This is an optimization exercise on Yosys and OpenROAD, whose aim is small area, a short achievable clock period and few clock cycles per item, not a production implementation. In this exercise RTL edits were held to simulation tests only and were not proved equivalent to the original. Power is estimated from default activity; no workload was simulated.

## rev 12
## hanoivm_fsm
module hanoivm_fsm(
    input clk,
    input rst,
    input [7:0] opcode_in,
    input [80:0] operand_in,
    input valid,
    output ready,
    output reg [80:0] result_out,
    output reg done
);
    localparam D  = 15;
    localparam LO = 41;         
    localparam HI = 81 - LO;    
    reg [LO-1:0] sl [0:D-1];
    reg [HI-1:0] sh [0:D-1];
    reg [3:0]    sp;            
    reg          ph;            
    reg          ph_c;          
    reg          v2;
    reg          a_push, a_pop, a_add, a_down, a_hold;
    reg [80:0]   operand_r;
    reg          v3;
    reg          b_push, b_pop, b_add, b_down, b_hold;
    reg [HI-1:0] operand_h;
    reg          carry;
    reg [LO-1:0] result_l;      
    assign ready = 1'b1;
    wire [3:0] sp_now = a_push ? sp + 4'd1 : a_down ? sp - 4'd1 : sp;
    wire       nz     = sp_now != 4'd0;
    wire       ge2    = sp_now[3:1] != 3'd0;
    wire c_push = valid && opcode_in == 8'h01;
    wire c_pop  = valid && opcode_in == 8'h02 && nz;
    wire c_add  = valid && opcode_in == 8'h03 && ge2;
    always @(posedge clk or posedge rst) begin
        if (rst) begin
            ph     <= 1'b0;
            v2     <= 1'b0;
            a_push <= 1'b0;
  ...
==> flow/config.mk <==
export PLATFORM = sky130hd
export DESIGN_NAME = hanoivm_fsm
export DESIGN_NICKNAME = hanoivm_fsm
export VERILOG_FILES = /design/flow/design.v
export SDC_FILE = /design/flow/constraint.sdc
export NUM_CORES = 4
export LEC_CHECK = 0
export CAP_MARGIN = 20
export CORE_MARGIN = 2
export CORE_UTILIZATION = 40
export PLACE_DENSITY = 0.55
export SETUP_SLACK_MARGIN = 5
export SLEW_MARGIN = 20
==> flow/constraint.sdc <==
create_clock -name core_clock -period 9.0 [get_ports {clk}]
set_input_delay 1.8000 -clock core_clock [delete_from_list [all_inputs] [get_ports {clk}]]
set_output_delay 1.8000 -clock core_clock [all_outputs]
set_load 0.01 [all_outputs]
standard.sh (not shown) runs the stock make flow with config.mk's settings and CLKGATE_MAP_FILE= SYNTH_SCRIPT=/design/flow/synth_recipe.tcl, a recipe that flattens the netlist after the stock synthesis.
==> flow/flow/run.sh <==
#!/bin/bash
set -euo pipefail
bash standard.sh SETUP_SLACK_MARGIN=6.3 TNS_END_PERCENT=50 \
  "BUFFER_PORTS_ARGS=-buffer_cell sky130_fd_sc_hd__buf_2" \
  "CTS_ARGS=-sink_clustering_enable -repair_clock_nets -dont_use_dummy_load -sink_clustering_size 25 -sink_clustering_max_diameter 120" \
  finish > standard.log 2>&1
Testbench counts of rev 12, summed over its fixed seeds: cycles 2,412, items 2,400.
For rev 13, these inputs were changed with respect to rev 12:
--- a/flow/flow/run.sh
+++ b/flow/flow/run.sh
@@ -2,3 +2,3 @@
 set -euo pipefail
-bash standard.sh SETUP_SLACK_MARGIN=6.3 TNS_END_PERCENT=50 \
+bash standard.sh SETUP_SLACK_MARGIN=6 TNS_END_PERCENT=30 \
   "BUFFER_PORTS_ARGS=-buffer_cell sky130_fd_sc_hd__buf_2" \
### Flow results
No stage failed in rev 13, and the final checks on the layout all came back clean.
Between rev 13 and rev 12, number of buffers other than clock buffers in the final layout is lower for rev 13, rev 12 comes in above that.
| cell count | rev 13 vs rev 12 | 1.1% lower |
Rev 13: relative contribution of sequential cells to total power is 0.6 points higher than what rev 12 reported.
Comparing rev 13 and rev 12, sequential portion of the cell area is lower on rev 12.

* * *

== old ==
hanoivm_fsm, a different RTL version from the one above (not shown whole).
For scale: roughly 6200 cells after synthesis, roughly 54000 um^2 of cells after synthesis.
// hanoivm_fsm
module hanoivm_fsm(
    input clk,
    input rst,
    input [7:0] opcode_in,
    input [80:0] operand_in,
    input valid,
    output ready,
    output reg [80:0] result_out,
    output reg done
);
    localparam D = 15;
    reg [80:0] s [0:D-1];
    reg [3:0]  sp;
    reg        sp_nz;      
    reg        sp_ge2;     
    reg        v1;
    reg        op_push, op_pop, op_add;
    reg [80:0] operand_r;
    assign ready = 1'b1;
    always @(posedge clk or posedge rst) begin
        if (rst)
            v1 <= 1'b0;
        else
            v1 <= valid;
    end
    always @(posedge clk) begin
        op_push   <= opcode_in == 8'h01;
        op_pop    <= opcode_in == 8'h02;
        op_add    <= opcode_in == 8'h03;
        operand_r <= operand_in;
    end
    wire is_push = v1 && op_push;
    wire is_pop  = v1 && op_pop && sp_nz;
    wire is_add  = v1 && op_add && sp_ge2;
    wire down    = is_pop || is_add;
    wire hold    = !(is_push || down);
    wire [80:0] sum = s[0] + s[1];
    wire [3:0] sp_next = is_push ? sp + 4'd1 : down ? sp - 4'd1 : sp;
    always @(posedge clk or posedge rst) begin
        if (rst) begin
            sp <= 4'd0;
            sp_nz <= 1'b0;
            sp_ge2 <= 1'b0;
            done <= 1'b0;
        end else begin
            sp <= sp_next;
            sp_nz <= sp_next != 4'd0;
            sp_ge2 <= sp_next[3:1] != 3'd0;
            done <= v1;
        end
    end
    always @(posedge clk) begin
        result_out <= ({81{is_push}} & operand_r) | ({81{is_add}} & sum) |
                      ({81{is_pop}} & s[0]);
    end
    always @(posedge clk) begin
        s[0] <= ({81{is_push}} & operand_r) | ({81{is_add}} & sum) |
                ({81{is_pop}} & s[1]) | ({81{hold}} & s[0]);
    end
    genvar i;
    generate
        for (i = 1; i < D; i = i + 1) begin : g_shift
            always @(posedge clk) begin
                if (i < D-1)
  ...
Settings: LEC_CHECK=0, CAP_MARGIN=20, CORE_MARGIN=2, CORE_UTILIZATION=30, PLACE_DENSITY=0.5, SETUP_SLACK_MARGIN=5, SLEW_MARGIN=20; clock period 9.0 ns.
run.sh (not shown) runs the stock make flow with config.mk's settings and CLKGATE_MAP_FILE= SYNTH_SCRIPT=/design/flow/synth_recipe.tcl, a recipe that flattens the netlist after the stock synthesis.
Stock flow here: none of the scripts above is used.
old: full flow OK, the timing, DRC and antenna checks passed
Testbench counts of old, summed over its fixed seeds: cycles 2,406, items 2,400.
diff inputs: old => new
# old
export LEC_CHECK = 0
export CAP_MARGIN = 20
export CORE_MARGIN = 2
export CORE_UTILIZATION = 30
export PLACE_DENSITY = 0.5
export SETUP_SLACK_MARGIN = 5
export SLEW_MARGIN = 20
create_clock -name core_clock -period 9.0 [get_ports {clk}]
# new
export LEC_CHECK = 0
export CAP_MARGIN = 20
export CORE_MARGIN = 2
export CORE_UTILIZATION = 50
export PLACE_DENSITY = 0.6
export SETUP_SLACK_MARGIN = 5
export SLEW_MARGIN = 20
create_clock -name core_clock -period 9.0 [get_ports {clk}]
==> notes.md <==
Global-route wire length before repair, new and old: larger value in old. Between old and new, global routing usage summed across all routing layers increased. Comparing old with new, the share of the clock period used by the worst path came out essentially unchanged. The sequential power of old and that of new are within noise of each other. Compared with old, number of rows in the core area in new decreased by more than 10%. result_out[54]$_DFF_P_ as the capturing element of the worst setup path was reported by old, and result_out[66]$_DFF_P_ by new. old ended up with s[0][0]$_DFF_P_ as its first element of the critical path; new ended up with s[1][0]$_DFF_P_. Taking old as the reference, in new detailed router's first-iteration violation count moved up; via count moved down; total power moved down.

-- port drivers added, routing unchanged --
In the flow no input, the clock included, has a driving cell. The finished layouts below were timed again as built, in two steps. Step 1 (the two cells are an assumption about what drives the block):
set clk [get_ports {clk}]
set_driving_cell -lib_cell sky130_fd_sc_hd__clkbuf_16 $clk
set_driving_cell -lib_cell sky130_fd_sc_hd__buf_2 [delete_from_list [all_inputs] $clk]
Step 2, shift: input delay + t, output delay - t, t = (earliest + latest rising clock arrival at the registers) / 2. This alone moves slack from input paths to output paths. Slacks: ideal ports / drivers / drivers and shift; pairs: ideal ports / drivers.
| run | t (ns) | setup WS [ns] | worst hold slack (ns) | worst setup path at the end | worst data-port slew with drivers (ns) |
|---|---|---|---|---|---|
| rev 12 | 0.729 | 6.008 / 5.933 / 5.716 | 0.320 / 0.320 / 0.320 | input to register | 0.10 |
| rev 13 | 0.726 | 5.957 / 5.938 / 5.717 | 0.321 / 0.321 / 0.321 | input to register | 0.09 |
| old | 0.852 | 5.143 / 5.143 / 5.143 | 0.442 / 0.442 / 0.442 | register to register | 0.07 |
| new | 0.812 | 5.143 / 5.143 / 5.143 | 0.447 / 0.447 / 0.447 | register to register | 0.06 |
After both steps setup and hold are still met in every run listed. The setup slack of rev 12, which loses most, moves by -0.075 ns with the drivers and by -0.292 ns with both steps.
